Context: an optimization exercise on an open-source flow, tuned for small area, a short achievable clock period and few clock cycles. The choices shown serve that exercise and are no tape-out recipe. Function was checked by simulation only, so behaviour that the tests miss may differ from the original.

**flow/run.sh**
```bash
#!/bin/bash
# synth_recipe.tcl (not shown) runs the flow's synth.tcl, then flattens the netlist and writes it again
# the make line also repeats each setting of config.mk as NAME=value (left out here)
make -C /OpenROAD-flow-scripts/flow DESIGN_CONFIG=/design/flow/config.mk WORK_HOME=/design/flow/orfs CLKGATE_MAP_FILE= SYNTH_SCRIPT=/design/flow/synth_recipe.tcl finish
```
**flow/config.mk**
```make
export PLATFORM = sky130hd
export DESIGN_NAME = FFT_TOP
export DESIGN_NICKNAME = FFT_TOP
export VERILOG_FILES = /design/flow/design.v
export SDC_FILE = /design/flow/constraint.sdc
export NUM_CORES = 4
export LEC_CHECK = 0
export CAP_MARGIN = 20
export CORE_MARGIN = 2
export CORE_UTILIZATION = 40
export SLEW_MARGIN = 20
```
**flow/constraint.sdc**
```tcl
create_clock -name core_clock -period 10.0 [get_ports {clk}]
set_input_delay 2.0000 -clock core_clock [delete_from_list [all_inputs] [get_ports {clk}]]
set_output_delay 2.0000 -clock core_clock [all_outputs]
set_load 0.01 [all_outputs]
```
**flow/design.v**
```verilog
module FFT_TOP #(
    parameter N = 32,
    word_size = 16
) (
    input wire clk, reset, en,
    input wire input_valid, receiver_ready,
    input wire [word_size*2-1: 0] i_input_sample1, i_input_sample2,
    output wire output_valid,
    output wire [word_size*2-1: 0] o_output_sample1, o_output_sample2
);
localparam S_IN = 2'd0, S_COMP = 2'd1, S_OUT = 2'd2;
reg [1:0] state;
reg [3:0] in_cnt;
reg [6:0] q;             
reg [4:0] out_m;         
reg direct;              
reg [2:0] drain;
reg rr_r;
reg g_v, r_v, m_v;
reg g_sw, r_sw, m_sw;
reg [3:0] g_i0, g_i1;
reg [3:0] r_w0, r_w1, m_w0, m_w1;
reg g_l4, r_l4, m_l4;
reg [3:0] g_tw;
reg [3:0] g_p, r_p, m_p;
reg [31:0] bank0 [0:15];
reg [31:0] bank1 [0:15];
wire [2:0] s = q[6:4];
wire [3:0] p = q[3:0];
reg [4:0] a1, a2;
reg [3:0] tw_idx;
always @(*) begin
    case (s)
        3'd0: begin a1 = {p, 1'b0};               a2 = {p, 1'b1};               tw_idx = 4'd0; end
        3'd1: begin a1 = {p[2:0], 1'b0, p[3]};    a2 = {p[2:0], 1'b1, p[3]};    tw_idx = {p[3], 3'b0}; end
        3'd2: begin a1 = {p[1:0], 1'b0, p[3:2]};  a2 = {p[1:0], 1'b1, p[3:2]};  tw_idx = {p[3:2], 2'b0}; end
        3'd3: begin a1 = {p[0], 1'b0, p[3:1]};    a2 = {p[0], 1'b1, p[3:1]};    tw_idx = {p[3:1], 1'b0}; end
        default: begin a1 = {1'b0, p};            a2 = {1'b1, p};               tw_idx = p; end
    endcase
end
wire par1 = ^a1;
wire issuing = (state == S_COMP);
wire d_beat, m_beat;
reg [4:0] out_m_n;
always @(*) begin
    out_m_n = out_m;
    if (d_beat)
        out_m_n = (m_p == 4'd1) ? (rr_r ? 5'd1 : 5'd0) : (direct ? out_m + 5'd1 : out_m);
    if (m_beat)
        out_m_n = (out_m[3:0] == 4'd15) ? 5'd0 : out_m + 5'd1;
end
wire opar = ^out_m_n[3:0];
wire [3:0] oi0 = opar ? {out_m_n[2:0], 1'b1} : {out_m_n[2:0], 1'b0};
wire [3:0] oi1 = opar ? {out_m_n[2:0], 1'b0} : {out_m_n[2:0], 1'b1};
always @(posedge clk) begin
    g_i0 <= issuing ? (par1 ? a2[3:0] : a1[3:0]) : oi0;
    g_i1 <= issuing ? (par1 ? a1[3:0] : a2[3:0]) : oi1;
    g_sw <= issuing ? par1 : opar;
    g_tw <= tw_idx;
    g_p <= p;
    g_l4 <= (s == 3'd4);
    r_sw <= g_sw; r_w0 <= g_i0; r_w1 <= g_i1; r_l4 <= g_l4; r_p <= g_p;
    m_sw <= r_sw; m_w0 <= r_w0; m_w1 <= r_w1; m_l4 <= r_l4; m_p <= r_p;
end
reg [23:0] dr_c, di_c;
always @(*) begin
    case (g_tw)
        4'd0: begin dr_c = 24'h400005; di_c = 24'h000000; end
        4'd1: begin dr_c = 24'h42ac71; di_c = 24'h195070; end
        4'd2: begin dr_c = 24'h556200; di_c = 24'ha45009; end
        4'd3: begin dr_c = 24'h56e568; di_c = 24'ha31188; end
        4'd4: begin dr_c = 24'h2adc01; di_c = 24'hb89405; end
        4'd5: begin dr_c = 24'h2150a8; di_c = 24'hc4ac48; end
        4'd6: begin dr_c = 24'h34102d; di_c = 24'hc72a00; end
        4'd7: begin dr_c = 24'h0b1030; di_c = 24'hc0e555; end
        4'd8: begin dr_c = 24'h000000; di_c = 24'hc00001; end
        4'd9: begin dr_c = 24'h195070; di_c = 24'hc0e555; end
        4'd10: begin dr_c = 24'ha45009; di_c = 24'hc72a00; end
        4'd11: begin dr_c = 24'ha31188; di_c = 24'hc4ac48; end
        4'd12: begin dr_c = 24'hb89405; di_c = 24'hb89405; end
        4'd13: begin dr_c = 24'hc4ac48; di_c = 24'ha31188; end
        4'd14: begin dr_c = 24'hc72a00; di_c = 24'ha45009; end
        default: begin dr_c = 24'hc0e555; di_c = 24'h195070; end
    endcase
end
wire [31:0] rdata0 = bank0[g_i0];
wire [31:0] rdata1 = bank1[g_i1];
wire [31:0] rA = g_sw ? rdata1 : rdata0;
wire [31:0] rB = g_sw ? rdata0 : rdata1;
reg [31:0] r_A, r_B;
reg [23:0] r_dr, r_di;
always @(posedge clk) begin
    r_A <= rA;
    r_B <= rB;
    r_dr <= dr_c;
    r_di <= di_c;
end
function [17:0] pprow;
    input [15:0] x;
    input [2:0] d;
    reg [16:0] m;
    begin
        m = d[0] ? {x[15], x} : (d[1] ? {x, 1'b0} : 17'd0);
        pprow = {~(m[16] ^ d[2]), m ^ {17{d[2]}}};
    end
endfunction
localparam [30:0] KROW = 31'h00004000 - 31'h55540000;
wire [15:0] Br = r_B[31:16], Bi = r_B[15:0];
wire [31*19-1:0] re_rows, im_rows;
genvar gi;
generate
    for (gi = 0; gi < 8; gi = gi + 1) begin : pp
        wire [2:0] cr = r_dr[3*gi+2:3*gi];
        wire [2:0] ci = r_di[3*gi+2:3*gi];
        wire [2:0] cn = {ci[2] ^ (ci[1] | ci[0]), ci[1:0]};     
        wire [48:0] sr0 = {31'd0, pprow(Br, cr)} << (2*gi);     
        wire [48:0] sr1 = {31'd0, pprow(Bi, cn)} << (2*gi);     
        wire [48:0] si0 = {31'd0, pprow(Bi, cr)} << (2*gi);     
        wire [48:0] si1 = {31'd0, pprow(Br, ci)} << (2*gi);     
        assign re_rows[31*(2*gi)+30:31*(2*gi)] = sr0[30:0];
        assign re_rows[31*(2*gi+1)+30:31*(2*gi+1)] = sr1[30:0];
        assign im_rows[31*(2*gi)+30:31*(2*gi)] = si0[30:0];
        assign im_rows[31*(2*gi+1)+30:31*(2*gi+1)] = si1[30:0];
        assign re_rows[31*16+2*gi+1:31*16+2*gi] = {1'b0, cr[2]};
        assign re_rows[31*17+2*gi+1:31*17+2*gi] = {1'b0, cn[2]};
        assign im_rows[31*16+2*gi+1:31*16+2*gi] = {1'b0, cr[2]};
        assign im_rows[31*17+2*gi+1:31*17+2*gi] = {1'b0, ci[2]};
    end
endgenerate
assign re_rows[31*17-1:31*16+16] = 15'd0;
assign re_rows[31*18-1:31*17+16] = 15'd0;
assign im_rows[31*17-1:31*16+16] = 15'd0;
assign im_rows[31*18-1:31*17+16] = 15'd0;
assign re_rows[31*19-1:31*18] = KROW;
assign im_rows[31*19-1:31*18] = KROW;
wire [30:0] re_s, re_c, im_s, im_c;
csa_tree19 re_tree (.rows(re_rows), .s(re_s), .c(re_c));
csa_tree19 im_tree (.rows(im_rows), .s(im_s), .c(im_c));
reg [30:0] m_sR, m_cR, m_sI, m_cI;
reg [31:0] m_A;
always @(posedge clk) begin
    m_sR <= re_s;
    m_cR <= re_c;
    m_sI <= im_s;
    m_cI <= im_c;
    m_A <= r_A;
end
wire [30:0] Ar15 = {m_A[31:16], 15'd0};
wire [30:0] Ai15 = {m_A[15:0], 15'd0};
wire [30:0] sum1r = Ar15 + m_sR + m_cR;
wire [30:0] sum2r = Ar15 + ~m_sR + ~m_cR + 31'd32769;
wire [30:0] sum1i = Ai15 + m_sI + m_cI;
wire [30:0] sum2i = Ai15 + ~m_sI + ~m_cI + 31'd32769;
wire [31:0] out1 = {sum1r[30:15], sum1i[30:15]};
wire [31:0] out2 = {sum2r[30:15], sum2i[30:15]};
wire [3:0] in_a = {in_cnt[0], in_cnt[1], in_cnt[2], in_cnt[3]};
wire in_par = ^in_cnt;
reg we;
reg [3:0] widx0, widx1;
reg [31:0] wd0, wd1;
always @(*) begin
    if (state == S_IN) begin
        we = 1'b1;
        widx0 = in_a;
        widx1 = in_a;
        wd0 = in_par ? i_input_sample2 : i_input_sample1;
        wd1 = in_par ? i_input_sample1 : i_input_sample2;
    end else begin
        we = m_v;
        widx0 = m_w0;
        widx1 = m_w1;
        wd0 = m_sw ? out2 : out1;
        wd1 = m_sw ? out1 : out2;
    end
end
always @(posedge clk) begin
    if (we) begin
        bank0[widx0] <= wd0;
        bank1[widx1] <= wd1;
    end
end
reg [31:0] o1, o2, hold;
reg ov;
assign output_valid = ov;
assign o_output_sample1 = o1;
assign o_output_sample2 = o2;
assign d_beat = m_v && m_l4 && m_p[0];         
assign m_beat = (state == S_OUT) && (drain == 3'd0) && rr_r;
always @(posedge clk) begin
    if (m_v && m_l4 && !m_p[0])
        hold <= out1;
    if (d_beat) begin
        o1 <= hold;
        o2 <= out1;
    end else if (m_beat) begin
        o1 <= rA;
        o2 <= rB;
    end
end
always @(posedge clk or posedge reset) begin
    if (reset) begin
        state <= S_IN;
        in_cnt <= 4'd0;
        q <= 7'd0;
        out_m <= 5'd0;
        direct <= 1'b0;
        drain <= 3'd0;
        rr_r <= 1'b0;
        g_v <= 1'b0; r_v <= 1'b0; m_v <= 1'b0;
        ov <= 1'b0;
    end else begin
        rr_r <= receiver_ready;
        out_m <= out_m_n;
        g_v <= issuing;
        r_v <= g_v;
        m_v <= r_v;
        ov <= 1'b0;
        case (state)
            S_IN: begin
                if (input_valid) begin
                    in_cnt <= in_cnt + 4'd1;
                    if (in_cnt == 4'd15) begin
                        state <= S_COMP;
                        q <= 7'd0;
                    end
                end
            end
            S_COMP: begin
                q <= q + 7'd1;
                if (q == 7'd79) begin
                    state <= S_OUT;
                    drain <= 3'd3;
                end
            end
            default: ;
        endcase
        if (d_beat) begin
            if (m_p == 4'd1) begin
                direct <= rr_r;
                ov <= rr_r;
            end else
                ov <= direct;
        end
        if (state == S_OUT) begin
            if (drain != 3'd0)
                drain <= drain - 3'd1;
            else if (rr_r) begin
                ov <= 1'b1;
                if (out_m[3:0] == 4'd15)
                    state <= S_IN;
            end
        end
    end
end
endmodule
module csa_tree19 (
    input wire [31*19-1:0] rows,
    output wire [30:0] s, c
);
function [61:0] csa;
    input [30:0] a, b, d;
    begin
        csa[30:0] = a ^ b ^ d;
        csa[61:31] = {(a[29:0] & b[29:0]) | (a[29:0] & d[29:0]) | (b[29:0] & d[29:0]), 1'b0};
    end
endfunction
wire [30:0] r [0:18];
genvar i;
generate
    for (i = 0; i < 19; i = i + 1) begin : split
        assign r[i] = rows[31*i+30:31*i];
    end
endgenerate
wire [61:0] l1_0 = csa(r[0], r[1], r[2]);
wire [61:0] l1_1 = csa(r[3], r[4], r[5]);
wire [61:0] l1_2 = csa(r[6], r[7], r[8]);
wire [61:0] l1_3 = csa(r[9], r[10], r[11]);
wire [61:0] l1_4 = csa(r[12], r[13], r[14]);
wire [61:0] l1_5 = csa(r[15], r[16], r[17]);
wire [61:0] l2_0 = csa(l1_0[30:0], l1_0[61:31], l1_1[30:0]);
wire [61:0] l2_1 = csa(l1_1[61:31], l1_2[30:0], l1_2[61:31]);
wire [61:0] l2_2 = csa(l1_3[30:0], l1_3[61:31], l1_4[30:0]);
wire [61:0] l2_3 = csa(l1_4[61:31], l1_5[30:0], l1_5[61:31]);
wire [61:0] l3_0 = csa(l2_0[30:0], l2_0[61:31], l2_1[30:0]);
wire [61:0] l3_1 = csa(l2_1[61:31], l2_2[30:0], l2_2[61:31]);
wire [61:0] l3_2 = csa(l2_3[30:0], l2_3[61:31], r[18]);
wire [61:0] l4_0 = csa(l3_0[30:0], l3_0[61:31], l3_1[30:0]);
wire [61:0] l4_1 = csa(l3_1[61:31], l3_2[30:0], l3_2[61:31]);
wire [61:0] l5_0 = csa(l4_0[30:0], l4_0[61:31], l4_1[30:0]);
wire [61:0] l6_0 = csa(l5_0[30:0], l5_0[61:31], l4_1[61:31]);
assign s = l6_0[30:0];
assign c = l6_0[61:31];
endmodule
```
==> metrics.md, run 1 <==
| Metric | Value |
|---|---|
| # IOs | `134` |
| FP Rows | `168` |
| Layout cells sized above 1 | `13.6%` |
| Clock transition at path regs | `0.07 ns` |
| Final period utilization | `63.1%` |
| Fmax | `158 MHz` |
| Leading area contributor after synthesis | `edfxtp_1` |
| Top cells by area, synth | `edfxtp_1 40%, fa_1 12%, mux4_2 8.5%, dfxtp_1 7.1%, ha_1 6.0%` |
| Initial antenna violation count | `10` |
| Max Root-Sink Buffers | `3` |
| Syn Nets | `7582` |
| Worst Hold Class | `reg2reg` |
| Initial core utilization | `40.3%` |
| Top layer in use | `met5` |
| Die W | `464 microns` |
| CTS tree | `done` |
| M1 WL | `99700 microns` |
| Global Route Usage Sum | `23.5%` |
| Netlist cell types | `77` |
| Final Setup Violations | `0` |
| RePlAce Congestion | `0.903` |
| Number of port buffers | `132` |
| Critical-path maximum fanout | `41` |
| Final hold violation count | `0` |
| Crit. End Element | `flop` |
| Nets | `7622` |
| Metal2 WL | `118000 microns` |
| Layout fillers | `19067` |
| # Max-Cap Violations | `0` |
| Top_reg_cell synth | `edfxtp_1` |
| Largest net degree at the start of global routing | `130` |
| Yosys synthesis warning count | `2` |
| Worst Path Arrival | `6.94 ns` |
| Reg2reg setup slack | `3.69 ns` |
| Die area | `0.215 sq mm` |
| First-pass detailed-route iteration total | `6` |
| First-pass GRT wire length | `370000 microns` |
| Outcome | `complete, no violations` |
| Final HPWL DP | `167000 microns` |
| DR iter-0 viols | `5565` |
| Routed WL | `252000 microns` |
| Post-CTS sizing | `0` |
| Synth Instances | `6593` |
| Max_slew headroom | `2.26%` |
| Tmin final | `6.31 ns` |
| Final global-route overflow total | `0` |
| Setup TNS | `0 ns` |
| Clock Root Buffer | `clkbuf_16` |
| P&R area growth vs syn | `12.1%` |
| WL per Instance | `26.3 microns` |
| Critical path data required time | `10.62 ns` |
| DRC | `0` |
| Via count | `53141` |
| WL met3 | `19100 microns` |
| Most frequent cells after synthesis | `1120 x edfxtp_1, 666 x inv_1, 637 x nand2_1` |
| Max Slew Vio Count | `0` |
| Asr flop ratio synth | `1.80%` |
| Register area share after synthesis | `47.7%` |
| Top-area cell type share of the netlist area | `39.8%` |
| Util after Layout | `45.1%` |
| Post-CTS setup buffer count | `0` |
| Core area | `0.210 sq mm` |
| CP Class | `reg2reg` |
| Vias/cell | `5.55` |
| Synth Cell Area | `0.0845 sq mm` |
| Worst clock skew | `0.0770 ns` |
| Clock Sinks | `1445` |
| Vias in the first global route | `54070` |
| Startpoint class of the critical path | `flop` |
| Syn Area/Cell | `12.8 sq um` |
| Clock latency at the later pin of the worst-skew pair | `0.84 ns` |
| CTS buffer count | `152` |
| Flop and latch count out of synthesis | `1445` |
| Most frequent cell after synthesis | `edfxtp_1` |
| Slew @ Worst Pin | `1.46 ns` |
| EDFF count, synth | `1120` |
| # hold bufs at CTS | `0` |
| H-tree level count | `4` |
| DRT antenna net count | `0` |
| Die height | `464 microns` |
| RSZ-0062 raised after global routing | `false` |
## cells by family (layout without fill, tap and decap cells)
kind of cell | count (synthesis) | in the layout | synth area share [%]
other cells | 0 | 23 | 0
mux | 465 | 465 | 10.4
simple gates | 1184 | 1184 | 5.99
xor+xnor | 622 | 622 | 6.45
buf+inv | 1087 | 1246 | 4.86
flops | 1445 | 1445 | 47.7
fa+ha+maj | 929 | 929 | 18.3
compound gates | 861 | 861 | 6.35
## through the flow
| step | hold slack (ns) | area, sq um | instances | setup slack [ns] |
|---|---|---|---|---|
| 2_1_floorplan | 0.310 | 84500 | 6593 | 5.15 |
| 3_3_place_gp | 0.311 | 89400 | 9281 | 3.99 |
| 3_5_place_dp | 0.312 | 89400 | 9283 | 3.95 |
| 4_1_cts | 0.304 | 94500 | 9556 | 3.94 |
| 5_1_grt | 0.311 | 94700 | 9578 | 3.54 |
| 6_report | 0.304 | 94700 | 9580 | 3.69 |
## registers in the layout, indices dropped and copies added (netlist names), 29 cells and up
signal  cells
bank1     512
m_sI       29
m_sR       29
r_A        32
o1         32
hold       32
bank0     512
m_cI       29
o2         32
m_A        32
r_B        32
m_cR       29
## final cells by class
class / instances / area (sq um) / share of cell area, %
Multi-Input combinational cell: 4061 / 40500 / 42.8
Sequential cell: 1445 / 40300 / 42.6
Clock buffer: 187 / 4100 / 4.33
Tap cell: 2805 / 3510 / 3.71
Timing Repair Buffer: 304 / 2620 / 2.77
Inverter: 669 / 2510 / 2.65
Clock inverter: 86 / 1030 / 1.09
Antenna cell: 23 / 57.6 / 0.0608
## worst max-delay path, stage by stage (launching register included)
cell,delay (ns)
dfxtp_1,0.30
buf_4,0.44
nand2b_1,0.52
clkinv_1,1.03
a22oi_1,0.56
fa_1,0.50
fa_1,0.55
inv_1,0.06
fa_1,0.50
inv_1,0.06
fa_1,0.50
fa_1,0.50
inv_1,0.05
fa_1,0.51
## placed cells by master (no fill, tap or decap), drive strengths merged, types with 13 or more instances in the layout
master	n
mux4	320
nand4	15
nor2	294
a21o	39
a32oi	17
clkinv	68
nor2b	29
a21oi	182
dfrtp	26
mux2	79
mux2i	66
o22ai	32
a22oi	108
nand2	637
clkbuf	188
clkdlybuf4s50	132
xor2	205
and2	16
ha	404
and3	80
a31oi	36
nor3	17
buf	171
xnor2	417
dfxtp	299
nand2b	26
o21a	13
diode	23
edfxtp	1120
a21boi	46
inv	673
o21ai	286
fa	516
nand3	36
## worst paths after layout
| path | from | end | cells past startpoint |
|---|---|---|---|
| hold reg to reg | r_A[14]$_DFF_P_ | m_A[14]$_DFF_P_ | 0 |
| max in group asynchronous | reset | q[3]$_DFFE_PP0P_ | 3 |
| setup / recovery | r_di[20]$_DFF_P_ | m_sR[17]$_DFF_P_ | 13 |
| min in group asynchronous | reset | ov$_DFF_PP0_ | 3 |
| hold / removal | r_A[14]$_DFF_P_ | m_A[14]$_DFF_P_ | 0 |
| setup reg to reg | r_di[20]$_DFF_P_ | m_sR[17]$_DFF_P_ | 13 |
## layer usage
metal,up-vias,GRT usage (%)
li1,23037,-
met1,27399,31.1
met2,2257,37.5
met3,446,3.39
met4,2,12.4
met5,-,0
Testbench counts, summed over its fixed seeds: cycles 27,392.
==> run 2, diff against run 1 <==
--- a/flow/config.mk
+++ b/flow/config.mk
@@ -10,2 +10,3 @@
 export CORE_UTILIZATION = 40
+export SETUP_SLACK_MARGIN = 5
 export SLEW_MARGIN = 20
==> run 2 against run 1 <==
Compared with the run above:
- routed wire length rose by 0.58%
- worst setup slack improved by 1.4 ns
- count of clock-buffer cells in the layout did not move
- first-iteration DRC count fell by 2.5%
- critical path type unchanged
- maximum frequency rose by 28%
==> metrics.md, run 2 <==
| Metric | Value |
|---|---|
| Final hold violation count | `0 (unchanged)` |
| Largest net degree at the start of global routing | `130 (unchanged)` |
| Core area | `0.210 sq mm (unchanged)` |
| Area share of fa/ha/maj cells after synthesis | `18.3% (unchanged)` |
| Setup TNS | `0 ns (unchanged)` |
| Die height | `464 microns (unchanged)` |
| Dpl cell area | `0.0894 sq mm (unchanged)` |
| Most frequent cells in the layout | `1120 x edfxtp_1, 659 x inv_1, 634 x nand2_1` |
| FP Rows | `168 (unchanged)` |
| Max incr delay on CP | `0.96 ns (-0.07 ns)` |
| Via count | `53241 (+0.19%)` |
| Synth Cell Area | `0.0845 sq mm (unchanged)` |
| Vias in the first global route | `54120 (+0.092%)` |
| DRC | `0 (unchanged)` |
| Final period utilization | `49.3% (-14 points)` |
| Worst Path Arrival | `5.56 ns (-1.38 ns)` |
| Hold Startpoint | `r_A[14]$_DFF_P_` |
| Buffers & Inverters on Critical Path | `3 (-2)` |
| Hold path cells | `0 (unchanged)` |
| Largest regs | `bank0 x512, bank1 x512` |
| Yosys synthesis warning count | `2 (unchanged)` |
| Leading area contributor after synthesis | `edfxtp_1` |
| Reg2reg setup slack | `5.07 ns (+1.38 ns)` |
| Flop and latch count out of synthesis | `1445 (unchanged)` |
| Register area share after synthesis | `47.7% (unchanged)` |
| Reg2Reg Depth | `12 (-1)` |
| RR Startpoint | `r_B[20]$_DFF_P_` |
| DRT antenna net count | `0 (unchanged)` |
| CP top delay family | `adder cells` |
| First-pass detailed-route iteration total | `6 (unchanged)` |
| CP Class | `reg2reg` |
| Startpoint class of the critical path | `flop` |
| Slew @ Worst Pin | `1.46 ns (-0.000422 ns)` |
| Post-Synth Simple-Gate Area | `5.99% (unchanged)` |
| Global Route Usage Sum | `23.5% (+0.056 points)` |
| CTS buffer count | `152 (unchanged)` |
| Worst clock skew | `0.0766 ns (-0.000395 ns)` |
| Worst Hold Class | `reg2reg` |
| RSZ-0062 raised after global routing | `false` |
| Clock latency at the later pin of the worst-skew pair | `0.84 ns (about the same)` |
| WL per Instance | `26.4 microns (+0.35%)` |
| Initial antenna violation count | `12 (+2)` |
| Final global-route overflow total | `0 (unchanged)` |
| Layout cells sized above 1 | `14.2% (+0.66 points)` |
| # IOs | `134 (unchanged)` |
| Post-Synth XOR/XNOR Area | `6.45% (unchanged)` |
| Number of port buffers | `132 (unchanged)` |
| Synth Instances | `6593 (unchanged)` |
| EDFF count, synth | `1120 (unchanged)` |
| Layout fillers | `19030 (-0.19%)` |
| Initial core utilization | `40.3% (unchanged)` |
| RePlAce Congestion | `0.903 (unchanged)` |
| Netlist cell types | `77 (unchanged)` |
| First-pass GRT wire length | `371000 microns (+0.21%)` |
| Most used cell, CP | `fa_1` |
| Crit. End Element | `flop` |
| Top-area cell type share of the netlist area | `39.8% (unchanged)` |
| CTS tree | `done` |
| Largest family of logic cells by synthesized area | `adder cells` |
| Most frequent cells after synthesis | `1120 x edfxtp_1, 666 x inv_1, 637 x nand2_1` |
| Critical path depth in cells | `12 (-1)` |
| Die area | `0.215 sq mm (unchanged)` |
| Outcome | `complete, no violations` |
| Synth Area in Compound Gates | `6.35% (unchanged)` |
| Routed WL | `253000 microns (+0.58%)` |
| # hold bufs at CTS | `0 (unchanged)` |
| Most common cell after layout, fill and taps aside | `edfxtp_1` |
| Most frequent cell after synthesis | `edfxtp_1` |
| Max_slew headroom | `2.29% (+0.028 points)` |
| Critical-path maximum fanout | `28 (-32%)` |
| Critical path cell sequence | `nand2_1 > o21ai_0 > xnor2_1 > fa_1 > fa_1 > inv_1 > fa_1 > inv_1 > fa_1 > fa_1 > inv_1 > fa_1` |
| DR iter-0 viols | `5425 (-2.5%)` |
| Final Instance Area | `0.0951 sq mm (+0.42%)` |
| Crit-path slowest cell | `dfxtp_2` |
| Clock Root Buffer | `clkbuf_16` |
| Clock transition at path regs | `0.06 ns (about the same)` |
| Syn Nets | `7582 (unchanged)` |
| # Max-Cap Violations | `0 (unchanged)` |
| Max Slew Vio Count | `0 (unchanged)` |
| Tmin final | `4.93 ns (-1.38 ns)` |
| End of the worst register-to-register path | `m_sR[17]$_DFF_P_` |
| Syn Area/Cell | `12.8 sq um (unchanged)` |
| Post-synthesis mux area share | `10.4% (unchanged)` |
| Asr flop ratio synth | `1.80% (unchanged)` |
| Max Root-Sink Buffers | `3 (unchanged)` |
| Final HPWL DP | `167000 microns (unchanged)` |
| Hold Path Sink | `m_A[14]$_DFF_P_` |
| Vias/cell | `5.54 (about the same)` |
| Nets | `7645 (+0.30%)` |
| Die W | `464 microns (unchanged)` |
| Fmax | `203 MHz (+28%)` |
| H-tree level count | `4 (unchanged)` |
| Final Setup Violations | `0 (unchanged)` |
| Clock Sinks | `1445 (unchanged)` |
| Critical path data required time | `10.62 ns (about the same)` |
| P&R area growth vs syn | `12.5%` |
| Top cells by area, synth | `edfxtp_1 40%, fa_1 12%, mux4_2 8.5%, dfxtp_1 7.1%, ha_1 6.0%` |
| Top_reg_cell synth | `edfxtp_1` |
[run 2: cells by family (layout without fill, tap and decap cells)]
| logic type | count (synthesis) | in the layout |
|---|---|---|
| multiplexers | 465 | 465 |
| AND/OR/NAND/NOR | 1184 | 1185 |
| adder cells (fa/ha/maj) | 929 | 929 |
| XOR/XNOR | 622 | 622 |
| other | 0 | 22 |
| buffers and inverters | 1087 | 1268 |
| flip-flops | 1445 | 1445 |
| AO/OA/AOI/OAI | 861 | 861 |
[run 2: routing by layer]
metal / wire [microns] / track usage (%)
met1: 101000 / 31.0
met5: 40 / 0
met4: 14800 / 12.6
met3: 19000 / 3.67
met2: 118000 / 37.4
[run 2: how the worst max path moves through the flow]
stage                                start                to  slack (ns)
after floorplan            r_dr[5]$_DFF_P_  m_sI[10]$_DFF_P_        5.15
after global placement    r_di[18]$_DFF_P_  m_sR[17]$_DFF_P_        3.99
after detailed placement  r_di[18]$_DFF_P_  m_sR[17]$_DFF_P_        3.95
after CTS                  r_dr[7]$_DFF_P_  m_sR[17]$_DFF_P_        4.97
after global routing       r_B[20]$_DFF_P_  m_sR[17]$_DFF_P_        5.01
final                      r_B[20]$_DFF_P_  m_sR[17]$_DFF_P_        5.07
[run 2: per-stage QoR]
stage	instances	utilization [%]	setup WS, ns	hold WS, ns
2_1_floorplan	6593	-	5.15	0.310
3_3_place_gp	9281	42.6	3.99	0.311
3_5_place_dp	9283	42.6	3.95	0.312
4_1_cts	9569	45.2	4.97	0.304
5_1_grt	9601	45.3	5.01	0.311
6_report	9602	45.3	5.07	0.307
[run 2: timing repair]
action | in CTS | in global routing
gates cloned | 3 | 0
endpoints found under the hold margin | 0 | 0
setup endpoints to repair | 132 | 214
setup buffers | 10 | 10
resized for setup | 21 | 34
[run 2: final cells by class]
class | count | area [sq um] | area share (%)
Clock buffer | 187 | 4100 | 4.31
Timing Repair inverter | 2 | 15.0 | 0.0158
Inverter | 669 | 2530 | 2.66
Multi-Input combinational cell | 4062 | 40600 | 42.7
Timing Repair Buffer | 324 | 2890 | 3.03
Sequential cell | 1445 | 40300 | 42.4
Tap cell | 2805 | 3510 | 3.69
Antenna cell | 22 | 55.1 | 0.0579
Clock inverter | 86 | 1030 | 1.08
==> run 3, diff against run 2 <==
==> flow/flow/run.sh (new file) <==
#!/bin/bash
# The standard layout, with timing repair aimed at a 4 ns period: the clock
# stays at the design's period, repair_timing is only told to keep a 6 ns
# setup margin. Every step's output goes to its own log here.
set -e
export SETUP_SLACK_MARGIN=6.0
bash standard.sh > standard.log 2>&1
==> flow/standard.sh (new file) <==
#!/bin/bash
# synth_recipe.tcl (not shown) runs the flow's synth.tcl, then flattens the netlist and writes it again
# the make line also repeats each setting of config.mk as NAME=value (left out here)
make -C /OpenROAD-flow-scripts/flow DESIGN_CONFIG=/design/flow/config.mk WORK_HOME=/design/flow/orfs CLKGATE_MAP_FILE= SYNTH_SCRIPT=/design/flow/synth_recipe.tcl "${@:-finish}"
--- a/flow/config.mk
+++ b/flow/config.mk
@@ -10,3 +10,2 @@
 export CORE_UTILIZATION = 40
-export SETUP_SLACK_MARGIN = 5
 export SLEW_MARGIN = 20
removed: flow/run.sh
==> run 3 against run 2 <==
Compared with the run above:
- final cell count up 2.9%
- register-to-register slack better by 0.40 ns
- via count up 5.8%
- final area up 8.6%
- non-clock buffer count up 280
- die area unchanged
- the layout now fails its checks (max-capacitance violations, max-slew violations)
==> metrics.md, run 3 <==
| Metric | Value |
|---|---|
| Outcome | `complete, but fails checks` |
| SO Viols | `max-capacitance violations, max-slew violations` |
| Slew @ Worst Pin | `1.59 ns (+0.133 ns)` |
| Routed WL | `275000 microns (+8.8%)` |
| Syn Nets | `7582 (unchanged)` |
| Largest net degree at the start of global routing | `100 (-23%)` |
| RSZ-0062 raised after global routing | `true` |
| Area share of fa/ha/maj cells after synthesis | `18.3% (unchanged)` |
| CTS tree | `done` |
| Die height | `464 microns (unchanged)` |
| Most frequent cell after synthesis | `edfxtp_1` |
| WL per Instance | `27.9 microns (+5.7%)` |
| Leading area contributor after synthesis | `edfxtp_1` |
| Top-area cell type share of the netlist area | `39.8% (unchanged)` |
| Top cells by area, synth | `edfxtp_1 40%, fa_1 12%, mux4_2 8.5%, dfxtp_1 7.1%, ha_1 6.0%` |
| Clock transition at path regs | `0.06 ns (about the same)` |
| Layout fillers | `18017 (-5.3%)` |
| Max Slew Vio Count | `29 (+29)` |
| Tmin final | `4.53 ns (-0.404 ns)` |
| Top_reg_cell synth | `edfxtp_1` |
| Initial core utilization | `40.3% (unchanged)` |
| Max incr delay on CP | `0.54 ns (-0.42 ns)` |
| Nets | `7929 (+3.7%)` |
| Synth Area in Compound Gates | `6.35% (unchanged)` |
| Core area | `0.210 sq mm (unchanged)` |
| Netlist cell types | `77 (unchanged)` |
| Number of port buffers | `132 (unchanged)` |
| DR iter-0 viols | `6020 (+11%)` |
| Flop and latch count out of synthesis | `1445 (unchanged)` |
| Synth Cell Area | `0.0845 sq mm (unchanged)` |
| Register area share after synthesis | `47.7% (unchanged)` |
| Setup TNS | `0 ns (unchanged)` |
| Die W | `464 microns (unchanged)` |
| Buffers & Inverters on Critical Path | `7 (+4)` |
| Final HPWL DP | `164000 microns (-2.1%)` |
| Global Route Usage Sum | `24.9% (+1.4 points)` |
| Initial antenna violation count | `10 (-2)` |
| # hold bufs at CTS | `0 (unchanged)` |
| Worst clock skew | `0.0354 ns (-0.0412 ns)` |
| Largest family of logic cells by synthesized area | `adder cells` |
| P&R area growth vs syn | `22.3%` |
| Syn Area/Cell | `12.8 sq um (unchanged)` |
| Critical-path maximum fanout | `5 (-82%)` |
| Clock Sinks | `1445 (unchanged)` |
| Max Root-Sink Buffers | `3 (unchanged)` |
| Fmax | `221 MHz (+8.9%)` |
| Critical path data required time | `10.69 ns (+0.07 ns)` |
| Vias in the first global route | `56520 (+4.4%)` |
| Critical path cell sequence | `buf_6 > buf_12 > buf_16 > buf_12 > nand2_4 > a21boi_4 > xor2_2 > fa_1 > fa_1 > inv_2 > fa_2 > inv_2 > fa_2 > fa_2 > inv_2 > fa_2` |
| Register area | `0.0405 sq mm (+0.29%)` |
| Startpoint class of the critical path | `flop` |
| Post-Synth Simple-Gate Area | `5.99% (unchanged)` |
| # IOs | `134 (unchanged)` |
| Post-synthesis mux area share | `10.4% (unchanged)` |
| # Max-Cap Violations | `2 (+2)` |
| Clock Root Buffer | `clkbuf_16` |
| Die area | `0.215 sq mm (unchanged)` |
| Reg2Reg Depth | `16 (+4)` |
| Largest regs | `bank0 x512, bank1 x512` |
| Hold path cells | `0 (unchanged)` |
| Worst Path Arrival | `5.22 ns (-0.34 ns)` |
| Max_slew headroom | `-6.62% (-8.9 points)` |
| Clock latency at the later pin of the worst-skew pair | `0.82 ns (-0.02 ns)` |
| Vias/cell | `5.70 (+2.8%)` |
| Via count | `56328 (+5.8%)` |
| Final Setup Violations | `0 (unchanged)` |
| Asr flop ratio synth | `1.80% (unchanged)` |
| Most frequent cells after synthesis | `1120 x edfxtp_1, 666 x inv_1, 637 x nand2_1` |
| CTS buffer count | `151 (-0.66%)` |
| CP Class | `reg2reg` |
| Final hold violation count | `0 (unchanged)` |
| H-tree level count | `4 (unchanged)` |
| First-pass GRT wire length | `391000 microns (+5.3%)` |
| Most used cell, CP | `fa_2` |
| DRT antenna net count | `0 (unchanged)` |
| Multi-input logic area | `0.0440 sq mm (+8.3%)` |
| FP Rows | `168 (unchanged)` |
| Final global-route overflow total | `0 (unchanged)` |
| CP top delay family | `adder cells` |
| Post-Synth XOR/XNOR Area | `6.45% (unchanged)` |
| Final period utilization | `45.3% (-4.0 points)` |
| First-pass detailed-route iteration total | `6 (unchanged)` |
| RePlAce Congestion | `0.873 (-3.3%)` |
| Worst Hold Class | `reg2reg` |
| EDFF count, synth | `1120 (unchanged)` |
| Most frequent cells in the layout | `1120 x edfxtp_1, 619 x nand2_1, 579 x inv_1` |
| Layout cells sized above 1 | `26.3% (+12 points)` |
| DRC | `0 (unchanged)` |
| Crit. End Element | `flop` |
| Crit-path slowest cell | `fa_2` |
| Critical path depth in cells | `16 (+4)` |
| Most common cell after layout, fill and taps aside | `edfxtp_1` |
| Yosys synthesis warning count | `2 (unchanged)` |
| Synth Instances | `6593 (unchanged)` |
[run 3: final cells by class]
| cell class | instances | area share [%] |
|---|---|---|
| multi-input combinational | 4068 | 42.6 |
| sequential | 1445 | 39.2 |
| timing repair buffer | 604 | 7.38 |
| clock buffer | 194 | 3.93 |
| tap | 2805 | 3.40 |
| inverter | 669 | 2.52 |
| clock inverter | 88 | 0.962 |
| antenna | 7 | 0.0170 |
| timing repair inverter | 1 | 0.0109 |
[run 3: worst paths after layout]
path | slack [ns] | from | endpoint
setup / recovery | 5.47 | r_di[15]$_DFF_P_ | m_sI[21]$_DFF_P_
hold / removal | 0.31 | r_A[10]$_DFF_P_ | m_A[10]$_DFF_P_
setup reg to reg | 5.47 | r_di[15]$_DFF_P_ | m_sI[21]$_DFF_P_
hold reg to reg | 0.31 | r_A[10]$_DFF_P_ | m_A[10]$_DFF_P_
max in group asynchronous | 8.20 | reset | q[6]$_DFFE_PP0P_
min in group asynchronous | 1.41 | reset | ov$_DFF_PP0_
[run 3: what timing repair did]
item | 4_1_cts | 5_1_grt
endpoints found under the setup margin | 1118 | 1049
gates cloned | 47 | 13
setup buffers | 206 | 63
hold endpoints to repair | 0 | 0
gates resized for setup | 753 | 362
pin swaps | 222 | 169
[run 3: kinds of logic (layout without fill, tap and decap cells)]
group                    after synthesis  after routing
AO/OA/AOI/OAI                        861            865
XOR/XNOR                             622            622
adder cells (fa/ha/maj)              929            929
buffers and inverters               1087           1556
flip-flops                          1445           1445
multiplexers                         465            465
other                                  0              7
AND/OR/NAND/NOR                     1184           1187
[run 3: through the flow]
stage	instances	util (%)	hold slack [ns]	area, sq um	setup slack, ns
3_5_place_dp	9262	42.7	0.312	89600	4.60
4_1_cts	9797	48.1	0.302	101000	5.56
3_3_place_gp	9262	42.7	0.310	89600	4.59
2_1_floorplan	6593	-	0.310	85700	5.84
6_report	9881	49.2	0.308	103000	5.47
5_1_grt	9874	49.2	0.303	103000	5.40
[run 3: layer usage]
metal | share of wire (%) | track usage [%]
met5 | 0.0036 | 0
met4 | 7.3 | 14.9
met3 | 9.5 | 5.00
met2 | 45 | 38.8
met1 | 38 | 32.2
[run 3: worst reg2reg max path: stages, from the launching register on]
cell	delay, ns
dfxtp_4	0.40
buf_6	0.15
buf_12	0.12
buf_16	0.14
buf_12	0.13
nand2_4	0.06
a21boi_4	0.18
xor2_2	0.17
fa_1	0.46
fa_1	0.53
inv_2	0.04
fa_2	0.52
inv_2	0.04
fa_2	0.54
fa_2	0.45
inv_2	0.07
fa_2	0.42
==> run 4, diff against run 3 <==
--- a/flow/design.v
+++ b/flow/design.v
@@ -64,21 +64,21 @@
 end
-reg [23:0] dr_c, di_c;
+reg [23:0] dr_c, di_c, dn_c;
 always @(*) begin
     case (g_tw)
-        4'd0: begin dr_c = 24'h400005; di_c = 24'h000000; end
-        4'd1: begin dr_c = 24'h42ac71; di_c = 24'h195070; end
-        4'd2: begin dr_c = 24'h556200; di_c = 24'ha45009; end
-        4'd3: begin dr_c = 24'h56e568; di_c = 24'ha31188; end
-        4'd4: begin dr_c = 24'h2adc01; di_c = 24'hb89405; end
-        4'd5: begin dr_c = 24'h2150a8; di_c = 24'hc4ac48; end
-        4'd6: begin dr_c = 24'h34102d; di_c = 24'hc72a00; end
-        4'd7: begin dr_c = 24'h0b1030; di_c = 24'hc0e555; end
-        4'd8: begin dr_c = 24'h000000; di_c = 24'hc00001; end
-        4'd9: begin dr_c = 24'h195070; di_c = 24'hc0e555; end
-        4'd10: begin dr_c = 24'ha45009; di_c = 24'hc72a00; end
-        4'd11: begin dr_c = 24'ha31188; di_c = 24'hc4ac48; end
-        4'd12: begin dr_c = 24'hb89405; di_c = 24'hb89405; end
-        4'd13: begin dr_c = 24'hc4ac48; di_c = 24'ha31188; end
-        4'd14: begin dr_c = 24'hc72a00; di_c = 24'ha45009; end
-        default: begin dr_c = 24'hc0e555; di_c = 24'h195070; end
+        4'd0: begin dr_c = 24'h400005; di_c = 24'h000000; dn_c = 24'h000000; end
+        4'd1: begin dr_c = 24'h42ac71; di_c = 24'h195070; dn_c = 24'h0b1150; end
+        4'd2: begin dr_c = 24'h556200; di_c = 24'ha45009; dn_c = 24'h34102d; end
+        4'd3: begin dr_c = 24'h56e568; di_c = 24'ha31188; dn_c = 24'h2150a8; end
+        4'd4: begin dr_c = 24'h2adc01; di_c = 24'hb89405; dn_c = 24'h2adc01; end
+        4'd5: begin dr_c = 24'h2150a8; di_c = 24'hc4ac48; dn_c = 24'h56e568; end
+        4'd6: begin dr_c = 24'h34102d; di_c = 24'hc72a00; dn_c = 24'h556200; end
+        4'd7: begin dr_c = 24'h0b1030; di_c = 24'hc0e555; dn_c = 24'h42ac71; end
+        4'd8: begin dr_c = 24'h000000; di_c = 24'hc00001; dn_c = 24'h400005; end
+        4'd9: begin dr_c = 24'h195070; di_c = 24'hc0e555; dn_c = 24'h42ac71; end
+        4'd10: begin dr_c = 24'ha45009; di_c = 24'hc72a00; dn_c = 24'h556200; end
+        4'd11: begin dr_c = 24'ha31188; di_c = 24'hc4ac48; dn_c = 24'h56e568; end
+        4'd12: begin dr_c = 24'hb89405; di_c = 24'hb89405; dn_c = 24'h2adc01; end
+        4'd13: begin dr_c = 24'hc4ac48; di_c = 24'ha31188; dn_c = 24'h2150a8; end
+        4'd14: begin dr_c = 24'hc72a00; di_c = 24'ha45009; dn_c = 24'h34102d; end
+        default: begin dr_c = 24'hc0e555; di_c = 24'h195070; dn_c = 24'h0b1150; end
     endcase
@@ -90,3 +90,3 @@
 reg [31:0] r_A, r_B;
-reg [23:0] r_dr, r_di;
+reg [23:0] r_dr0, r_dr1, r_di, r_dn;
 always @(posedge clk) begin
@@ -94,4 +94,6 @@
     r_B <= rB;
-    r_dr <= dr_c;
+    r_dr0 <= dr_c;
+    r_dr1 <= dr_c;
     r_di <= di_c;
+    r_dn <= dn_c;
 end
@@ -112,8 +114,9 @@
     for (gi = 0; gi < 8; gi = gi + 1) begin : pp
-        wire [2:0] cr = r_dr[3*gi+2:3*gi];
+        wire [2:0] cr0 = r_dr0[3*gi+2:3*gi];
+        wire [2:0] cr1 = r_dr1[3*gi+2:3*gi];
         wire [2:0] ci = r_di[3*gi+2:3*gi];
-        wire [2:0] cn = {ci[2] ^ (ci[1] | ci[0]), ci[1:0]};     
-        wire [48:0] sr0 = {31'd0, pprow(Br, cr)} << (2*gi);     
+        wire [2:0] cn = r_dn[3*gi+2:3*gi];                      
+        wire [48:0] sr0 = {31'd0, pprow(Br, cr0)} << (2*gi);    
         wire [48:0] sr1 = {31'd0, pprow(Bi, cn)} << (2*gi);     
-        wire [48:0] si0 = {31'd0, pprow(Bi, cr)} << (2*gi);     
+        wire [48:0] si0 = {31'd0, pprow(Bi, cr1)} << (2*gi);    
         wire [48:0] si1 = {31'd0, pprow(Br, ci)} << (2*gi);     
@@ -123,5 +126,5 @@
         assign im_rows[31*(2*gi+1)+30:31*(2*gi+1)] = si1[30:0];
-        assign re_rows[31*16+2*gi+1:31*16+2*gi] = {1'b0, cr[2]};
+        assign re_rows[31*16+2*gi+1:31*16+2*gi] = {1'b0, cr0[2]};
         assign re_rows[31*17+2*gi+1:31*17+2*gi] = {1'b0, cn[2]};
-        assign im_rows[31*16+2*gi+1:31*16+2*gi] = {1'b0, cr[2]};
+        assign im_rows[31*16+2*gi+1:31*16+2*gi] = {1'b0, cr1[2]};
         assign im_rows[31*17+2*gi+1:31*17+2*gi] = {1'b0, ci[2]};
@@ -189,11 +192,5 @@
 always @(posedge clk) begin
-    if (m_v && m_l4 && !m_p[0])
-        hold <= out1;
-    if (d_beat) begin
-        o1 <= hold;
-        o2 <= out1;
-    end else if (m_beat) begin
-        o1 <= rA;
-        o2 <= rB;
-    end
+    hold <= out1;
+    o1 <= d_beat ? hold : rA;
+    o2 <= d_beat ? out1 : rB;
 end
==> run 4 against run 3 <==
Compared with the run above:
- the run now finishes clean
- worst setup slack improved by 0.027 ns
- final area decreased by 1.9%
- non-clock buffer count is 46 lower
- register-to-register slack improved by 0.03 ns
- critical path depth is 2 lower
- flip-flop and latch count up 5
- final cell count rose by 0.11%
- sequential share of layout area is 0.063 points lower
- synthesized cell count is 0.93% higher
- critical endpoint is now m_sI[17]$_DFF_P_
==> metrics.md, run 4 <==
| Metric | Value |
|---|---|
| Slew @ Worst Pin | `1.14 ns (-0.449 ns)` |
| Via count | `56111 (-0.39%)` |
| Max Slew Vio Count | `0 (-100%)` |
| Post-Synth XOR/XNOR Area | `6.37% (-0.080 points)` |
| RSZ-0062 raised after global routing | `true` |
| Crit-path slowest cell | `fa_2` |
| Layout cells sized above 1 | `24.2% (-2.1 points)` |
| Max incr delay on CP | `0.55 ns (about the same)` |
| WL per Instance | `27.6 microns (-0.82%)` |
| Area share of fa/ha/maj cells after synthesis | `18.6% (+0.28 points)` |
| Die area | `0.212 sq mm (-1.3%)` |
| Largest family of logic cells by synthesized area | `adder cells` |
| Crit. End Element | `flop` |
| Most common cell after layout, fill and taps aside | `edfxtp_1` |
| Largest regs | `bank0 x512, bank1 x512` |
| Most used cell, CP | `fa_2` |
| Final global-route overflow total | `0 (unchanged)` |
| Most frequent cells in the layout | `1024 x edfxtp_1, 755 x nand2_1, 612 x inv_1` |
| Tmin final | `4.50 ns (-0.0272 ns)` |
| Max Root-Sink Buffers | `3 (unchanged)` |
| Most frequent cell after synthesis | `edfxtp_1` |
| Core area | `0.207 sq mm (-1.3%)` |
| # hold bufs at CTS | `0 (unchanged)` |
| Initial core utilization | `40.2% (about the same)` |
| Final Setup Violations | `0 (unchanged)` |
| Startpoint class of the critical path | `flop` |
| CP Class | `reg2reg` |
| Synth Area in Compound Gates | `6.62% (+0.27 points)` |
| Setup TNS | `0 ns (unchanged)` |
| Routed WL | `273000 microns (-0.71%)` |
| Syn Nets | `7645 (+0.83%)` |
| Top-area cell type share of the netlist area | `36.9% (-2.9 points)` |
| First-pass GRT wire length | `385000 microns (-1.5%)` |
| Worst Hold Class | `reg2reg` |
| # IOs | `134 (unchanged)` |
| Post-Synth Simple-Gate Area | `6.10% (+0.11 points)` |
| Final HPWL DP | `161000 microns (-1.6%)` |
| Largest net degree at the start of global routing | `91 (-9.0%)` |
| # Max-Cap Violations | `0 (-2)` |
| H-tree level count | `4 (unchanged)` |
| Vias/cell | `5.67 (-0.50%)` |
| Die W | `460 microns (-0.67%)` |
| Cell Count, Final, Fillers Out | `9892 (+0.11%)` |
| Global Route Usage Sum | `25.1% (+0.24 points)` |
| Asr flop ratio synth | `1.79% (-0.0062 points)` |
| Netlist cell types | `77 (unchanged)` |
| Max_slew headroom | `23.7% (+30 points)` |
| RePlAce Congestion | `0.905 (+3.6%)` |
| Critical path cell sequence | `buf_12 > nor2b_4 > buf_12 > buf_6 > a22oi_2 > xnor2_2 > fa_2 > inv_2 > fa_2 > fa_2 > fa_2 > fa_2 > inv_2 > fa_2` |
| DRT antenna net count | `0 (unchanged)` |
| Syn Area/Cell | `12.5 sq um (-2.3%)` |
| Final period utilization | `45.0% (-0.27 points)` |
| Synth Cell Area | `0.0833 sq mm (-1.4%)` |
| Clock Root Buffer | `clkbuf_16` |
| FP Rows | `167 (-0.60%)` |
| Flop and latch count out of synthesis | `1450 (+0.35%)` |
| Outcome | `complete, no violations` |
| Number of port buffers | `132 (unchanged)` |
| Leading area contributor after synthesis | `edfxtp_1` |
| Critical path data required time | `10.72 ns (+0.03 ns)` |
| Vias in the first global route | `55750 (-1.4%)` |
| Yosys synthesis warning count | `2 (unchanged)` |
| Initial antenna violation count | `15 (+5)` |
| Register area share after synthesis | `47.3% (-0.38 points)` |
| Worst clock skew | `0.0710 ns (+0.0356 ns)` |
| CTS buffer count | `156 (+3.3%)` |
| Final hold violation count | `0 (unchanged)` |
| Clock Sinks | `1450 (+0.35%)` |
| Post-synthesis mux area share | `10.1% (-0.31 points)` |
| Placed cell count | `9291 (+0.31%)` |
| DR iter-0 viols | `6913 (+15%)` |
| Clock latency at the later pin of the worst-skew pair | `0.83 ns (about the same)` |
| Synth Instances | `6654 (+0.93%)` |
| Worst Path Arrival | `5.23 ns (about the same)` |
| P&R area growth vs syn | `21.6%` |
| Most frequent cells after synthesis | `1024 x edfxtp_1, 770 x nand2_1, 665 x inv_1` |
| Critical-path maximum fanout | `6 (+1)` |
| Top_reg_cell synth | `edfxtp_1` |
| Die height | `460 microns (-0.67%)` |
| CTS tree | `done` |
| Fmax | `222 MHz (+0.60%)` |
| Top cells by area, synth | `edfxtp_1 37%, fa_1 12%, dfxtp_1 9.6%, mux4_2 8.6%, ha_1 6.1%` |
| EDFF count, synth | `1024 (-8.6%)` |
| Clock transition at path regs | `0.06 ns (about the same)` |
| First-pass detailed-route iteration total | `7 (+1)` |
| Nets | `7949 (+0.25%)` |
| DRC | `0 (unchanged)` |
| Util after Layout | `48.9% (-0.29 points)` |
[run 4: worst paths after layout]
kind / from / endpoint / slack [ns] / cells after the start
worst max-delay path: r_dn[6]$_DFF_P_ / m_sI[17]$_DFF_P_ / 5.50 / 14
worst min-delay path: r_A[30]$_DFF_P_ / m_A[30]$_DFF_P_ / 0.32 / 0
worst max register to register: r_dn[6]$_DFF_P_ / m_sI[17]$_DFF_P_ / 5.50 / 14
worst min register to register: r_A[30]$_DFF_P_ / m_A[30]$_DFF_P_ / 0.32 / 0
max in group asynchronous: reset / g_v$_DFF_PP0_ / 8.01 / 2
min in group asynchronous: reset / ov$_DFF_PP0_ / 1.62 / 2
[run 4: per-stage QoR]
step / instance area (sq um) / hold slack [ns] / setup WS [ns]
after floorplan: 84300 / 0.310 / 5.82
after global placement: 88200 / 0.310 / 4.56
after detailed placement: 88200 / 0.312 / 4.56
after CTS: 98400 / 0.307 / 5.60
after global routing: 101000 / 0.321 / 5.43
final: 101000 / 0.320 / 5.50
[run 4: routing by layer]
metal  track usage, %  share of wire (%)  vias to the layer above
met2             39.3                 45                     3160
met5                0              0.034                        -
li1                 -                  -                    23609
met3             6.54                 11                      732
met4             10.9                5.3                       12
met1             33.0                 38                    28598
[run 4: layout make-up]
cell class                      count  area, sq um
Clock buffer                      209         4270
Clock inverter                     82          997
Timing Repair Buffer              558         7180
Multi-Input combinational cell   4123        43200
Inverter                          669         2520
Antenna cell                       13         32.5
Tap cell                         2788         3490
Fill cell                       17659       106000
Sequential cell                  1450        39600
[run 4: worst max-delay path, delay by kind of cell (launching register included)]
family	cells	cell delay (ns)
adder cells (fa/ha/maj)	6	3.17
AO/OA/AOI/OAI	1	0.06
XOR/XNOR	1	0.16
buffers and inverters	5	0.49
flip-flops	1	0.36
AND/OR/NAND/NOR	1	0.18
[run 4: cells by family (layout without fill, tap and decap cells)]
group           Yosys count  count (layout)
compound gates          895             905
xor+xnor                606             606
fa+ha+maj               931             931
buf+inv                1096            1518
flops                  1450            1450
mux                     428             428
other cells               0              13
simple gates           1248            1253
[run 4: what timing repair did]
| item | CTS | global route |
|---|---|---|
| setup buffers | 154 | 78 |
| endpoints found under the setup margin | 1047 | 1054 |
| cloned | 41 | 24 |
| pin swaps | 142 | 207 |
| gates resized for setup | 562 | 395 |
Testbench counts of run 4, summed over its fixed seeds: cycles 27,392.
==> run 5, diff against run 4 <==
==> flow/flow/run.sh (replaced) <==
#!/bin/bash
# The standard layout, with timing repair aimed at a 4 ns period: the clock
# stays at the design's period, repair_timing is only told to keep a 6 ns
# setup margin, without gate cloning (clones overloaded some nets).
# Every step's output goes to its own log here.
set -e
export SETUP_SLACK_MARGIN=6.0
export SKIP_GATE_CLONING=1
bash standard.sh > standard.log 2>&1
==> run 5 against run 4 <==
Compared with the run above:
- non-clock buffer count grew 83
- routed wire length grew 0.49%
- global-route usage grew 0.43 points
- via count is essentially flat
- maximum frequency shrank 0.89%
==> metrics.md, run 5 <==
| Metric | Value |
|---|---|
| DRC | `0 (unchanged)` |
| Final global-route overflow total | `0 (unchanged)` |
| EDFF count, synth | `1024 (unchanged)` |
| DR iter-0 viols | `6788 (-1.8%)` |
| Worst clock skew | `0.0721 ns (+0.00108 ns)` |
| Largest net degree at the start of global routing | `91 (unchanged)` |
| Clock Root Buffer | `clkbuf_16` |
| Syn Nets | `7645 (unchanged)` |
| P&R area growth vs syn | `22.5%` |
| RSZ-0062 raised after global routing | `true` |
| Cell Count, Final, Fillers Out | `9967 (+0.76%)` |
| RePlAce Congestion | `0.905 (unchanged)` |
| Crit. End Element | `flop` |
| Clock Sinks | `1450 (unchanged)` |
| Clock latency at the later pin of the worst-skew pair | `0.83 ns (about the same)` |
| Vias in the first global route | `56073 (+0.58%)` |
| Die area | `0.212 sq mm (unchanged)` |
| Crit path from | `r_dr0[15]$_DFF_P_` |
| Synth Instances | `6654 (unchanged)` |
| Final HPWL DP | `161000 microns (unchanged)` |
| FP Rows | `167 (unchanged)` |
| CTS buffer count | `156 (unchanged)` |
| Register area share after synthesis | `47.3% (unchanged)` |
| Top_reg_cell synth | `edfxtp_1` |
| Initial antenna violation count | `21 (+6)` |
| Worst Hold Class | `reg2reg` |
| Max Root-Sink Buffers | `3 (unchanged)` |
| Placed cell count | `9291 (unchanged)` |
| Layout cells sized above 1 | `25.9% (+1.7 points)` |
| Asr flop ratio synth | `1.79% (unchanged)` |
| Startpoint class of the critical path | `flop` |
| Setup TNS | `0 ns (unchanged)` |
| Max Slew Vio Count | `0 (unchanged)` |
| Hold Startpoint | `r_A[30]$_DFF_P_` |
| # IOs | `134 (unchanged)` |
| Die height | `460 microns (unchanged)` |
| Final Setup Violations | `0 (unchanged)` |
| Reg2Reg Depth | `15 (+1)` |
| Yosys synthesis warning count | `2 (unchanged)` |
| Most frequent cells after synthesis | `1024 x edfxtp_1, 770 x nand2_1, 665 x inv_1` |
| Critical-path maximum fanout | `6 (unchanged)` |
| Critical path data required time | `10.69 ns (-0.03 ns)` |
| Core area | `0.207 sq mm (unchanged)` |
| Largest regs | `bank0 x512, bank1 x512` |
| Fmax | `220 MHz (-0.89%)` |
| Routed WL | `275000 microns (+0.49%)` |
| Final hold violation count | `0 (unchanged)` |
| Flop and latch count out of synthesis | `1450 (unchanged)` |
| DRT antenna net count | `0 (unchanged)` |
| # Max-Cap Violations | `0 (unchanged)` |
| Clock transition at path regs | `0.06 ns (about the same)` |
| # hold bufs at CTS | `0 (unchanged)` |
| Worst Path Arrival | `5.23 ns (about the same)` |
| Synth Cell Area | `0.0833 sq mm (unchanged)` |
| Max_slew headroom | `22.4% (-1.3 points)` |
| Syn Area/Cell | `12.5 sq um (unchanged)` |
| First-pass detailed-route iteration total | `8 (+1)` |
| First-pass GRT wire length | `390000 microns (+1.4%)` |
| WL per Instance | `27.6 microns (-0.27%)` |
| Slew @ Worst Pin | `1.16 ns (+0.0190 ns)` |
| Final period utilization | `45.4% (+0.40 points)` |
| Die W | `460 microns (unchanged)` |
| CTS tree | `done` |
| Leading area contributor after synthesis | `edfxtp_1` |
| Number of port buffers | `132 (unchanged)` |
| Tmin final | `4.54 ns (+0.0402 ns)` |
| Nets | `8017 (+0.86%)` |
| Most frequent cells in the layout | `1024 x edfxtp_1, 742 x nand2_1, 592 x inv_1` |
| RR Startpoint | `r_dr0[15]$_DFF_P_` |
| Via count | `56058 (-0.094%)` |
| Top-area cell type share of the netlist area | `36.9% (unchanged)` |
| Most common cell after layout, fill and taps aside | `edfxtp_1` |
| Netlist cell types | `77 (unchanged)` |
| Outcome | `complete, no violations` |
| Most frequent cell after synthesis | `edfxtp_1` |
| Top cells by area, synth | `edfxtp_1 37%, fa_1 12%, dfxtp_1 9.6%, mux4_2 8.6%, ha_1 6.1%` |
| Hold path cells | `0 (unchanged)` |
| H-tree level count | `4 (unchanged)` |
| Global Route Usage Sum | `25.6% (+0.43 points)` |
| Initial core utilization | `40.2% (unchanged)` |
| CP Class | `reg2reg` |
| Vias/cell | `5.62 (-0.85%)` |
run 5: cell counts after synthesis:
No cell type changed its count.
run 5: worst paths after layout:
kind	to	slack (ns)
setup reg to reg	m_sR[12]$_DFF_P_	5.46
setup / recovery	m_sR[12]$_DFF_P_	5.46
hold / removal	m_A[30]$_DFF_P_	0.32
min in group asynchronous	ov$_DFF_PP0_	1.62
hold reg to reg	m_A[30]$_DFF_P_	0.32
max in group asynchronous	g_v$_DFF_PP0_	8.01
run 5: final cells by class:
type                       instances  area, sq um
antenna                           20         50.0
clock buffer                     209         4270
clock inverter                    82          997
fill                           17574       105000
inverter                         669         2540
multi-input combinational       4108        43400
sequential                      1450        39600
tap                             2788         3490
timing repair buffer             641         7830
run 5: kinds of logic (layout without fill, tap and decap cells):
group           count (synthesis)  after routing  synth area share [%]
flops                        1450           1450                  47.3
simple gates                 1248           1248                  6.10
buf+inv                      1096           1601                  4.97
fa+ha+maj                     931            931                  18.6
compound gates                895            895                  6.62
xor+xnor                      606            606                  6.37
mux                           428            428                  10.1
other cells                     0             20                     0
run 5: critical path, cell delays in order, from the launching register on:
cell and delay (ns):
dfxtp_4 0.37, buf_12 0.13, nor2b_4 0.06, buf_12 0.13
buf_16 0.14, buf_12 0.14, buf_12 0.14, a21boi_2 0.14
xor2_1 0.21, fa_2 0.48, fa_1 0.51, fa_1 0.44
fa_1 0.54, inv_1 0.05, fa_2 0.53, fa_2 0.42
run 5: metal layers:
metal / up-vias / wire length, microns / GRT usage [%]
li1: 23700 / - / -
met1: 28566 / 105000 / 33.6
met2: 3076 / 126000 / 39.7
met3: 706 / 31100 / 6.78
met4: 10 / 13400 / 11.4
met5: - / 93 / 0
run 5: through the flow:
step,area [sq um],setup WS [ns],hold WS [ns],util (%)
6_report,102000,5.46,0.317,49.3
5_1_grt,102000,5.39,0.323,49.3
4_1_cts,99100,5.55,0.307,47.8
3_5_place_dp,88200,4.56,0.312,42.6
3_3_place_gp,88200,4.56,0.310,42.6
2_1_floorplan,84300,5.82,0.310,-
run 5: timing repair:
item	4_1_cts	5_1_grt
buffers inserted	253	112
endpoints found under the setup margin	1047	1063
gates resized for setup	641	436
pin swaps	176	196

[re-timing with driven ports]
No port has a modelled driver above. Below, the same layouts with a new extraction and two added sets of constraints. Step 1 sets driving cells, clkbuf_16 on the clock port and buf_2 on the other inputs (assumed; they add their load-dependent delay and slew). Step 2 also shifts input and output timing later by t, the mid clock arrival at the registers, as if the neighbouring blocks saw the same clock. a / b / c = ideal / step 1 / step 2; a / b = the first two.
run	t, ns	setup slack, ns	clock arrival spread, ns
run 1	0.892	3.686 / 3.686 / 3.686	0.078 / 0.078
run 2	0.889	5.067 / 5.067 / 5.067	0.077 / 0.077
run 3	0.888	5.471 / 5.471 / 5.471	0.036 / 0.036
run 4	0.889	5.498 / 5.498 / 5.498	0.073 / 0.073
run 5	0.887	5.458 / 5.458 / 5.458	0.074 / 0.074
